What follows belongs to an exercise in optimizing a design on an open flow for small area and a short achievable clock period; a production flow would make more cautious choices.
At most, simulation tests tie the RTL to the original design; equivalence was not proved.
The RTL of run 1 was laid out without a check of its function.
Power and IR drop assume default switching activity.

## flow/design.v (module list and top-level ports; edited modules follow where they fit)
// module mmu_top: 17366 lines
// module prefix_add16: 39 lines
// module fa: 4 lines
module mmu_top(
    clk,
    active,
    datain,
    win,
    wwrite,
    maccout,
    wout,
    wwriteout,
    activeout,
    dataout
);
  // ...
==> flow/run.sh <==
#!/bin/bash
# synth_recipe.tcl (not shown) runs the flow's synth.tcl, then flattens the netlist and writes it again
# the make line also repeats each setting of config.mk as NAME=value (left out here)
make -C /OpenROAD-flow-scripts/flow DESIGN_CONFIG=/design/flow/config.mk WORK_HOME=/design/flow/orfs CLKGATE_MAP_FILE= SYNTH_SCRIPT=/design/flow/synth_recipe.tcl finish
==> flow/config.mk <==
export PLATFORM = sky130hd
export DESIGN_NAME = mmu_top
export DESIGN_NICKNAME = mmu_top
export VERILOG_FILES = /design/flow/design.v
export SDC_FILE = /design/flow/constraint.sdc
export NUM_CORES = 4
export LEC_CHECK = 0
export CAP_MARGIN = 20
export CORE_MARGIN = 2
export CORE_UTILIZATION = 45
export SLEW_MARGIN = 20
export SYNTH_HIERARCHICAL = 1
==> flow/constraint.sdc <==
create_clock -name core_clock -period 5.5 [get_ports {clk}]
set_input_delay 1.1000 -clock core_clock [delete_from_list [all_inputs] [get_ports {clk}]]
set_output_delay 1.1000 -clock core_clock [all_outputs]
set_load 0.01 [all_outputs]
==> run notes, run 1 <==
# TYPE chip_impl_metric gauge
chip_impl_metric{name="grt_pass1_wl",unit="um"} 660000
chip_impl_metric{name="cp_num_buf_inv",unit=""} 2
chip_impl_metric{name="gr-usage-all-layers",unit=""} 0.185
chip_impl_metric{name="detail-route-antenna-nets",unit=""} 0
chip_impl_metric{name="timing.final.crit_period",unit="ns"} 5.19
chip_impl_metric{name="synth_async_sr_flop_share",unit=""} 0
chip_impl_metric{name="final-clk-cell-share",unit=""} 0.0569
chip_impl_metric{name="clock_power_share",unit=""} 0.178
chip_impl_metric{name="m1WireLength",unit="um"} 205000
chip_impl_metric{name="timing.critical_path.fanout_max",unit=""} 3
chip_impl_metric{name="met3WireLength",unit="um"} 21000
chip_impl_metric{name="seqCellArea",unit="sq mm"} 0.0897
chip_impl_metric{name="total_leakage_power",unit="nW"} 83.0
chip_impl_metric{name="worst_slew_pin_slew",unit="ns"} 1.10
chip_impl_metric{name="grt_use_met3",unit=""} 0.0287
chip_impl_metric{name="route.detailed.drc",unit=""} 0
chip_impl_metric{name="cts_inserted_buffers",unit=""} 371
chip_impl_info{name="worstPathCellList",value="inv_1 -> ha_1 -> fa_1 -> a211oi_1 -> o21ai_0 -> and2_1 -> o21ai_0 -> nand2b_1 -> fa_1 -> xor2_2 -> clkdlybuf4s50_1"} 1
chip_impl_metric{name="grt.overflow.total",unit=""} 0
chip_impl_metric{name="synth_area_in_compound_gates",unit=""} 0.0225
chip_impl_metric{name="antenna-diode-count",unit=""} 8
chip_impl_metric{name="max_cap_viol_count",unit=""} 0
chip_impl_metric{name="synth_simple_gate_area_frac",unit=""} 0.0833
chip_impl_metric{name="wl_per_cell",unit="um"} 19.9
chip_impl_info{name="highest_signal_layer_in_the_routed_design",value="met5"} 1
chip_impl_metric{name="dpl.hpwl",unit="um"} 315000
chip_impl_metric{name="grt.met2_usage",unit=""} 0.272
chip_impl_metric{name="cts_h_tree_lvls",unit=""} 5
chip_impl_info{name="worst_r2r_startpoint",value="r6c2_ww"} 1
chip_impl_metric{name="min_period_over_period",unit=""} 0.944
chip_impl_info{name="hold_class",value="register to register"} 1
chip_impl_metric{name="io-pin-count",unit=""} 410
chip_impl_info{name="ys.flop_type",value="sky130_fd_sc_hd__edfxtp_1"} 1
chip_impl_metric{name="max-clock-path-buffers",unit=""} 4
chip_impl_metric{name="final_layout_size_suffix_gt1_frac",unit=""} 0.0609
chip_impl_metric{name="setup.reg_to_reg.worst_slack",unit="ns"} 1.29
chip_impl_metric{name="number_of_instances_in_the_placed_design",unit=""} 19846
chip_impl_metric{name="cts_resized",unit=""} 0
chip_impl_metric{name="seq-power",unit="W"} 0.0481
chip_impl_info{name="clock_tree.root_cell",value="sky130_fd_sc_hd__clkbuf_16"} 1
chip_impl_metric{name="power.switching_fraction",unit=""} 0.370
chip_impl_metric{name="synthesis.area_per_instance",unit="sq um"} 13.9
chip_impl_info{name="status",value="no timing/DRC/antenna violations"} 1
chip_impl_metric{name="layout-area-overhead-vs-synth",unit="%"} 10.6
==> module prefix_add16, before the edit <==
module prefix_add16(input [15:0] x, input [15:0] y, output [15:0] s);
  wire [15:0] g0 = x & y;
  wire [15:0] p0 = x ^ y;
  wire [15:0] g1, p1, g2, p2, g3, p3, g4, p4;
  genvar i;
  generate
    for (i = 0; i < 16; i = i + 1) begin : lv
      if (i % 2 == 1) begin : a1
        assign g1[i] = g0[i] | (p0[i] & g0[i - 1]);
        assign p1[i] = p0[i] & p0[i - 1];
      end else begin : b1
        assign g1[i] = g0[i];
        assign p1[i] = p0[i];
      end
      if (i % 4 >= 2) begin : a2
        assign g2[i] = g1[i] | (p1[i] & g1[i - (i % 4) + 1]);
        assign p2[i] = p1[i] & p1[i - (i % 4) + 1];
      end else begin : b2
        assign g2[i] = g1[i];
        assign p2[i] = p1[i];
      end
      if (i % 8 >= 4) begin : a3
        assign g3[i] = g2[i] | (p2[i] & g2[i - (i % 8) + 3]);
        assign p3[i] = p2[i] & p2[i - (i % 8) + 3];
      end else begin : b3
        assign g3[i] = g2[i];
        assign p3[i] = p2[i];
      end
      if (i % 16 >= 8) begin : a4
        assign g4[i] = g3[i] | (p3[i] & g3[7]);
        assign p4[i] = p3[i] & p3[7];
      end else begin : b4
        assign g4[i] = g3[i];
        assign p4[i] = p3[i];
      end
    end
  endgenerate
  assign s = p0 ^ {g4[14:0], 1'b0};
endmodule
==> run 2, diff against run 1 <==
--- a/flow/design.v
+++ b/flow/design.v
@@ -15299,73 +15299,24 @@
   wire iv868 = ~fc3494;
   wire fs3499, fc3499;
   fa u_fa3499 (.a(iv868), .b(fs3498), .ci(fc3495), .s(fs3499), .co(fc3499));
   wire fs3500, fc3500;
   fa u_fa3500 (.a(r6c0_m14_0), .b(r6c0_m14_1), .ci(r7c0_pp7_7), .s(fs3500), .co(fc3500));
   wire fs3501, fc3501;
   fa u_fa3501 (.a(fs3500), .b(fc3497), .ci(fc3498), .s(fs3501), .co(fc3501));
   wire fs3502 = r6c0_m15_0 ^ fc3500 ^ fc3501;
-  reg r7c0_m0_0;
-  always @(posedge clk) if (r7c0_a) r7c0_m0_0 <= r7c0_pp0_0;
-  reg r7c0_m0_1;
-  always @(posedge clk) if (r7c0_a) r7c0_m0_1 <= r6c0_m0_0;
-  reg r7c0_m1_0;
-  always @(posedge clk) if (r7c0_a) r7c0_m1_0 <= fs3440;
-  reg r7c0_m2_0;
-  always @(posedge clk) if (r7c0_a) r7c0_m2_0 <= fs3442;
-  reg r7c0_m3_0;
-  always @(posedge clk) if (r7c0_a) r7c0_m3_0 <= fc3442;
-  reg r7c0_m3_1;
-  always @(posedge clk) if (r7c0_a) r7c0_m3_1 <= fs3445;
-  reg r7c0_m4_0;
-  always @(posedge clk) if (r7c0_a) r7c0_m4_0 <= fs3449;
-  reg r7c0_m5_0;
-  always @(posedge clk) if (r7c0_a) r7c0_m5_0 <= fs3454;
-  reg r7c0_m6_0;
-  always @(posedge clk) if (r7c0_a) r7c0_m6_0 <= fc3454;
-  reg r7c0_m6_1;
-  always @(posedge clk) if (r7c0_a) r7c0_m6_1 <= fs3460;
-  reg r7c0_m7_0;
-  always @(posedge clk) if (r7c0_a) r7c0_m7_0 <= fc3460;
-  reg r7c0_m7_1;
-  always @(posedge clk) if (r7c0_a) r7c0_m7_1 <= fs3467;
-  reg r7c0_m8_0;
-  always @(posedge clk) if (r7c0_a) r7c0_m8_0 <= fc3467;
-  reg r7c0_m8_1;
-  always @(posedge clk) if (r7c0_a) r7c0_m8_1 <= fs3474;
-  reg r7c0_m9_0;
-  always @(posedge clk) if (r7c0_a) r7c0_m9_0 <= fs3480;
-  reg r7c0_m9_1;
-  always @(posedge clk) if (r7c0_a) r7c0_m9_1 <= fs3481;
-  reg r7c0_m10_0;
-  always @(posedge clk) if (r7c0_a) r7c0_m10_0 <= fc3481;
-  reg r7c0_m10_1;
-  always @(posedge clk) if (r7c0_a) r7c0_m10_1 <= fs3487;
-  reg r7c0_m11_0;
-  always @(posedge clk) if (r7c0_a) r7c0_m11_0 <= fc3487;
-  reg r7c0_m11_1;
-  always @(posedge clk) if (r7c0_a) r7c0_m11_1 <= fs3492;
-  reg r7c0_m12_0;
-  always @(posedge clk) if (r7c0_a) r7c0_m12_0 <= fc3492;
-  reg r7c0_m12_1;
-  always @(posedge clk) if (r7c0_a) r7c0_m12_1 <= fs3496;
-  reg r7c0_m13_0;
-  always @(posedge clk) if (r7c0_a) r7c0_m13_0 <= fc3496;
-  reg r7c0_m13_1;
-  always @(posedge clk) if (r7c0_a) r7c0_m13_1 <= fs3499;
-  reg r7c0_m14_0;
-  always @(posedge clk) if (r7c0_a) r7c0_m14_0 <= fc3499;
-  reg r7c0_m14_1;
-  always @(posedge clk) if (r7c0_a) r7c0_m14_1 <= fs3501;
-  reg r7c0_m15_0;
-  always @(posedge clk) if (r7c0_a) r7c0_m15_0 <= fs3502;
-  wire [15:0] r7c0_x = {~r7c0_m15_0, ~r7c0_m14_0, ~r7c0_m13_0, ~r7c0_m12_0, ~r7c0_m11_0, r7c0_m10_0, ~r7c0_m9_0, ~r7c0_m8_0, ~r7c0_m7_0, ~r7c0_m6_0, ~r7c0_m5_0, ~r7c0_m4_0, ~r7c0_m3_0, ~r7c0_m2_0, ~r7c0_m1_0, ~r7c0_m0_0};
-  wire [15:0] r7c0_y = {1'b0, ~r7c0_m14_1, ~r7c0_m13_1, ~r7c0_m12_1, ~r7c0_m11_1, ~r7c0_m10_1, r7c0_m9_1, ~r7c0_m8_1, ~r7c0_m7_1, ~r7c0_m6_1, 1'b0, 1'b0, ~r7c0_m3_1, 1'b0, 1'b0, ~r7c0_m0_1};
-  prefix_add16 r7c0_add (.x(r7c0_x), .y(r7c0_y), .s(maccout[15:0]));
+  wire [15:0] r7c0_x = {~fs3502, ~fc3499, ~fc3496, ~fc3492, ~fc3487, fc3481, ~fs3480, ~fc3467, ~fc3460, ~fc3454, ~fs3454, ~fs3449, ~fc3442, ~fs3442, ~fs3440, ~r7c0_pp0_0};
+  wire [15:0] r7c0_y = {1'b0, ~fs3501, ~fs3499, ~fs3496, ~fs3492, ~fs3487, fs3481, ~fs3474, ~fs3467, ~fs3460, 1'b0, 1'b0, ~fs3445, 1'b0, 1'b0, ~r6c0_m0_0};
+  reg [15:0] r7c0_gq, r7c0_pq;
+  always @(posedge clk) if (r7c0_a) begin
+    r7c0_gq <= r7c0_x & r7c0_y;
+    r7c0_pq <= r7c0_x ^ r7c0_y;
+  end
+  prefix_pg16 r7c0_add (.g0(r7c0_gq), .p0(r7c0_pq), .s(maccout[15:0]));
   assign wout[7:0] = r7c0_wo;
   assign wwriteout[0] = r7c0_ww;
   reg [7:0] r7c1_d, r7c1_w, r7c1_wo;
   reg r7c1_ww;
   wire [7:0] r7c1_di = r7c0_d;
   wire [7:0] r7c1_wi = r6c1_wo;
   wire r7c1_wwi = r6c1_ww;
   wire r7c1_e = r7c1_wwi | r7c1_ww;
@@ -17360,18 +17311,19 @@
   prefix_add16 r7c7_add (.x(r7c7_x), .y(r7c7_y), .s(r7c7_sum));
   reg [15:0] r7c7_macc;
   always @(posedge clk) if (r7c7_a) r7c7_macc <= r7c7_sum;
   assign maccout[127:112] = r7c7_macc;
   assign wout[63:56] = r7c7_wo;
   assign wwriteout[7] = r7c7_ww;
 endmodule  
 module prefix_add16(input [15:0] x, input [15:0] y, output [15:0] s);
-  wire [15:0] g0 = x & y;
-  wire [15:0] p0 = x ^ y;
+  prefix_pg16 pg (.g0(x & y), .p0(x ^ y), .s(s));
+endmodule
+module prefix_pg16(input [15:0] g0, input [15:0] p0, output [15:0] s);
   wire [15:0] g1, p1, g2, p2, g3, p3, g4, p4;
   genvar i;
   generate
     for (i = 0; i < 16; i = i + 1) begin : lv
       if (i % 2 == 1) begin : a1
         assign g1[i] = g0[i] | (p0[i] & g0[i - 1]);
         assign p1[i] = p0[i] & p0[i - 1];
       end else begin : b1
==> flow/config.mk (replaced) <==
export PLATFORM = sky130hd
export DESIGN_NAME = mmu_top
export DESIGN_NICKNAME = mmu_top
export VERILOG_FILES = /design/flow/design.v
export SDC_FILE = /design/flow/constraint.sdc
export NUM_CORES = 4
export LEC_CHECK = 0
export CAP_MARGIN = 20
export CORE_MARGIN = 2
export CORE_UTILIZATION = 45
export SETUP_SLACK_MARGIN = 2.0
export SLEW_MARGIN = 20
export SYNTH_HIERARCHICAL = 1
==> run notes, run 2 <==
# TYPE chip_impl_metric gauge
chip_impl_info{name="status",value="no timing/DRC/antenna violations"} 1
chip_impl_metric{name="via_count",unit=""} 103076
chip_impl_metric{name="grt_use_met3",unit=""} 0.0286
chip_impl_metric{name="die-width",unit="um"} 670
chip_impl_metric{name="timing.critical_path.fanout_max",unit=""} 3
chip_impl_metric{name="grt_max_degree",unit=""} 135
chip_impl_metric{name="core",unit="sq mm"} 0.441
chip_impl_metric{name="worst_slew_pin_slew",unit="ns"} 1.00
chip_impl_info{name="grt_setup_unrepaired",value="yes"} 1
chip_impl_metric{name="clock_insertion_delay_worst_skew",unit="ns"} 0.93
chip_impl_info{name="synth_top_family_by_area",value="adder cells"} 1
chip_impl_info{name="cp-start-kind",value="register"} 1
chip_impl_metric{name="post_route_insts_no_fill",unit=""} 20904
chip_impl_metric{name="final_layout_size_suffix_gt1_frac",unit=""} 0.102
chip_impl_metric{name="dieArea",unit="sq mm"} 0.449
chip_impl_metric{name="synthAdderAreaFrac",unit=""} 0.396
chip_impl_metric{name="cts_inserted_buffers",unit=""} 369
chip_impl_metric{name="wl_per_cell",unit="um"} 19.9
chip_impl_info{name="clock_tree.root_cell",value="sky130_fd_sc_hd__clkbuf_16"} 1
chip_impl_metric{name="num-nets-final",unit=""} 18873
chip_impl_metric{name="cts.hold.buffers_added",unit=""} 0
chip_impl_metric{name="setup.reg_to_reg.worst_slack",unit="ns"} 1.84
chip_impl_metric{name="number_of_synthesized_flops_with_an_enable_pin",unit=""} 2182
chip_impl_metric{name="synthXorXnorAreaFrac",unit=""} 0.00742
chip_impl_metric{name="cp_data_required_time",unit="ns"} 4.40
chip_impl_metric{name="max-clock-path-buffers",unit=""} 4
chip_impl_metric{name="maxClockFrequency",unit="GHz"} 0.254
chip_impl_metric{name="route.detailed.drc",unit=""} 0
chip_impl_info{name="post_synth_main_area_contributors",value="sky130_fd_sc_hd__fa_1 38%, sky130_fd_sc_hd__edfxtp_1 33%, sky130_fd_sc_hd__dfxtp_1 12%"} 1
chip_impl_metric{name="finalHoldViolations",unit=""} 0
chip_impl_metric{name="finalPower",unit="W"} 0.143
chip_impl_metric{name="firstDrtPassIters",unit=""} 7
chip_impl_metric{name="finalSetupViolations",unit=""} 0
chip_impl_info{name="hold_class",value="register to register"} 1
chip_impl_metric{name="worst_ir_drop_vdd",unit="mV"} 0.449
chip_impl_info{name="worst_hold_start",value="r7c6_d[3]"} 1
chip_impl_metric{name="synthesis.area_per_instance",unit="sq um"} 13.9
chip_impl_metric{name="timing.hold.worst_path_depth",unit=""} 0
chip_impl_metric{name="routabilityCongestion",unit=""} 0.836
chip_impl_metric{name="grt.overflow.total",unit=""} 0
chip_impl_info{name="synth_area_leader_cell",value="sky130_fd_sc_hd__fa_1"} 1
chip_impl_metric{name="postLayoutCellArea",unit="sq mm"} 0.225
chip_impl_metric{name="power-per-cell-area",unit="mW/mm^2"} 635
chip_impl_metric{name="synth-warning-count",unit=""} 7
chip_impl_info{name="reg2reg_to",value="r7c4_qm8_0"} 1
chip_impl_metric{name="cts_h_tree_lvls",unit=""} 5
chip_impl_metric{name="nFillCells",unit=""} 37424
chip_impl_metric{name="grt.met2_usage",unit=""} 0.277
chip_impl_metric{name="grt_pass1_wl",unit="um"} 665000
chip_impl_metric{name="finalHoldWorstSlack",unit="ns"} 0.326
chip_impl_info{name="worst_r2r_startpoint",value="r6c4_ww"} 1
chip_impl_metric{name="drt_wl_total",unit="um"} 417000
chip_impl_metric{name="total_leakage_power",unit="nW"} 85.3
chip_impl_metric{name="synth_async_sr_flop_share",unit=""} 0
chip_impl_info{name="cp-end-kind",value="output port"} 1
chip_impl_metric{name="io-pin-count",unit=""} 410
chip_impl_metric{name="detail-route-antenna-nets",unit=""} 0
chip_impl_metric{name="synth_top_area_share",unit=""} 0.377
chip_impl_metric{name="timing.max_slew.rel_slack",unit=""} 0.332
chip_impl_metric{name="min_period_over_period",unit=""} 0.717
chip_impl_metric{name="clock_sinks",unit=""} 3388
chip_impl_info{name="path_delay_family",value="compound AO/OA/AOI/OAI gates"} 1
chip_impl_metric{name="synth_area_in_compound_gates",unit=""} 0.0236
chip_impl_metric{name="max_cap_viol_count",unit=""} 0
chip_impl_metric{name="yosys-mux-area-fraction",unit=""} 0.000452
chip_impl_metric{name="syn_area",unit="sq mm"} 0.200
chip_impl_metric{name="gr-usage-all-layers",unit=""} 0.188
chip_impl_info{name="worst_path_max_delay_cell",value="sky130_fd_sc_hd__edfxtp_1"} 1
chip_impl_metric{name="finClkSkew",unit="ns"} 0.0305
chip_impl_metric{name="first_global_vias",unit=""} 112845
chip_impl_metric{name="antenna_found_initial",unit=""} 28
chip_impl_metric{name="synthesis.instances",unit=""} 14335
chip_impl_metric{name="layout-area-overhead-vs-synth",unit="%"} 12.7
chip_impl_metric{name="timing_max_transition_violations_final",unit=""} 0
chip_impl_metric{name="clock_pin_slew_of_the_registers_on_the_worst_case_setup_and_hold_paths",unit="ns"} 0.06
chip_impl_info{name="final_common_cell",value="sky130_fd_sc_hd__fa_1"} 1
chip_impl_info{name="critical_path_class",value="register to output port"} 1
chip_impl_info{name="ys.flop_type",value="sky130_fd_sc_hd__edfxtp_1"} 1
chip_impl_metric{name="final.setup.tns",unit="ns"} 0
chip_impl_metric{name="initial_utilization",unit=""} 0.452
chip_impl_metric{name="cp_num_buf_inv",unit=""} 1
chip_impl_metric{name="worst_r2r_path_depth",unit=""} 11
chip_impl_metric{name="ys_types",unit=""} 44
chip_impl_metric{name="placed_cell_area",unit="sq mm"} 0.208
chip_impl_metric{name="average_via_count_per_standard_cell",unit=""} 4.93
chip_impl_metric{name="critical_path.max_stage_delay",unit="ns"} 0.39
chip_impl_metric{name="critPathArrivalTime",unit="ns"} 2.84
chip_impl_metric{name="first_iteration_detailed_routing_drc_count",unit=""} 6759
chip_impl_info{name="synth_common_cells",value="3,754 x sky130_fd_sc_hd__fa_1, 3,426 x sky130_fd_sc_hd__nand2_1, 2,182 x sky130_fd_sc_hd__edfxtp_1"} 1
chip_impl_metric{name="number_of_instances_in_the_placed_design",unit=""} 19859
chip_impl_metric{name="synth_simple_gate_area_frac",unit=""} 0.0844
chip_impl_info{name="worstHoldEndpoint",value="r7c7_d[3]"} 1
chip_impl_info{name="cts_tree",value="yes"} 1
chip_impl_metric{name="dpl.hpwl",unit="um"} 316000
chip_impl_metric{name="placementRows",unit=""} 244
chip_impl_info{name="cell_with_the_most_instances_after_synthesis",value="sky130_fd_sc_hd__fa_1"} 1
chip_impl_metric{name="floorplan.die.height",unit="um"} 670
chip_impl_metric{name="placement.io_buffers",unit=""} 409
chip_impl_metric{name="synth.ff_latch_count",unit=""} 3388
chip_impl_info{name="top_usage_layer",value="met1"} 1
chip_impl_metric{name="timing.final.crit_period",unit="ns"} 3.94
chip_impl_info{name="worstPathCellList",value="ha_2 -> o211a_4 -> o211ai_4 -> a211oi_4 -> or2_4 -> o311ai_4 -> buf_2"} 1
chip_impl_info{name="commonest_non_fill_non_tap_cells_in_the_layout",value="3,664 x sky130_fd_sc_hd__fa_1, 3,417 x sky130_fd_sc_hd__nand2_1, 2,182 x sky130_fd_sc_hd__edfxtp_1"} 1
chip_impl_metric{name="groute.layer.met1.usage",unit=""} 0.296
chip_impl_metric{name="yosysSeqAreaShare",unit=""} 0.449
## run 2: changes by cell type after synthesis, moves of 23 or more
cell	change
sky130_fd_sc_hd__a21oi_1	+24
sky130_fd_sc_hd__inv_1	-50
sky130_fd_sc_hd__nor2_1	+32
sky130_fd_sc_hd__fa_1	-32
sky130_fd_sc_hd__o21ai_0	+32
sky130_fd_sc_hd__nand2_1	+23
sky130_fd_sc_hd__a211o_1	-24
sky130_fd_sc_hd__ha_1	+43
## run 2: modules after synthesis (local to each module, per instance)
| module | cell area [sq um] | cells inside | flops+latches |
|---|---|---|---|
| mmu_top | 119000 | 9941 | 3388 |
| prefix_pg16 | 448 | 66 | 0 |
| prefix_add16 | 200 | 16 | 0 |
| fa | 20.0 | 1 | 0 |
## run 2: worst max path at each step
stage,to,cells past startpoint,from,slack [ns]
after floorplan,r7c1_qm8_0,9,act_q[7],0.47
after global placement,r7c1_qm8_0,9,datain[60],0.54
after detailed placement,r7c1_qm8_0,9,datain[60],0.56
after CTS,maccout[15],7,r7c0_pq[1],1.47
after global routing,maccout[15],7,r7c0_pq[1],1.40
final,maccout[15],7,r7c0_pq[1],1.56
## run 2: layout make-up
| class | instances | area (sq um) | share of cell area |
|---|---|---|---|
| Timing Repair Buffer | 782 | 7450 | 0.0331 |
| Antenna cell | 9 | 22.5 | 0.000100 |
| Clock buffer | 499 | 10600 | 0.0471 |
| Clock inverter | 192 | 2030 | 0.00903 |
| Inverter | 1137 | 4270 | 0.0190 |
| Multi-Input combinational cell | 8993 | 103000 | 0.459 |
| Sequential cell | 3388 | 89800 | 0.399 |
| Tap cell | 5904 | 7390 | 0.0329 |
## run 2: worst register-to-register path, cell delays in order (launching register included)
cell                      delay (ns)
sky130_fd_sc_hd__dfxtp_4        0.40
sky130_fd_sc_hd__buf_12         0.17
sky130_fd_sc_hd__nor3b_4        0.16
sky130_fd_sc_hd__buf_4          0.19
sky130_fd_sc_hd__o21ai_2        0.08
sky130_fd_sc_hd__fa_1           0.53
sky130_fd_sc_hd__fa_1           0.44
sky130_fd_sc_hd__fa_1           0.51
sky130_fd_sc_hd__inv_2          0.04
sky130_fd_sc_hd__fa_2           0.52
sky130_fd_sc_hd__inv_2          0.04
sky130_fd_sc_hd__fa_2           0.51
## run 2: metrics by stage
stage	setup slack, ns	utilization
2_1_floorplan	0.468	-
3_3_place_gp	0.542	0.472
3_5_place_dp	0.562	0.472
4_1_cts	1.47	0.505
5_1_grt	1.40	0.509
6_report	1.56	0.509
## run 2: timing repair
| item | in CTS | in global routing |
|---|---|---|
| setup endpoints to repair | 101 | 67 |
| gates cloned | 1 | 3 |
| buffers inserted | 186 | 155 |
| gates resized for setup | 346 | 169 |
| pin swaps | 93 | 68 |
## run 2: metal layers
| layer | vias up | part of all wire |
|---|---|---|
| met5 | - | 0.00041 |
| met4 | 28 | 0.019 |
| met3 | 535 | 0.054 |
| met2 | 2791 | 0.44 |
| met1 | 54111 | 0.49 |
| li1 | 45611 | - |
## run 2: cell families after synthesis
| family | count (synthesis) |
|---|---|
| simple gates | 4019 |
| xor+xnor | 169 |
| compound gates | 712 |
| mux | 8 |
| flops | 3388 |
| other cells | 1 |
| buf+inv | 1974 |
| fa+ha+maj | 4064 |
## run 2: where the power goes
| part | switching (W) | total [W] | internal, W |
|---|---|---|---|
| Clock | 0.0103 | 0.0254 | 0.0151 |
| Sequential | 0.00580 | 0.0482 | 0.0424 |
| Combinational | 0.0366 | 0.0693 | 0.0327 |

[what the ideal ports hide]
How much do the figures lean on ideal ports? The routed layouts below were timed once more, with nothing changed but the port constraints. Step 1 sets driving cells, clkbuf_16 on the clock port and buf_2 on the other inputs (assumed; they add their load-dependent delay and slew). Step 2 times the ports against the registers' clock, not the clock port: input delays grow and output delays shrink by t, the midpoint of the rising clock arrivals with the driver on. Three values: ideal, step 1, step 2; two values: the first two.
run | t, ns | setup slack, ns | hold WS [ns]
run 1 | 1.047 | 0.309 / 0.199 / 0.534 | 0.326 / 0.326 / 0.326
run 2 | 1.034 | 1.559 / 1.452 / 1.003 | 0.326 / 0.326 / 0.326
After both steps setup and hold are still met in every run listed. For run 2, which loses most, drivers alone change the setup slack by -0.107 ns; drivers and shift together by -0.556 ns.
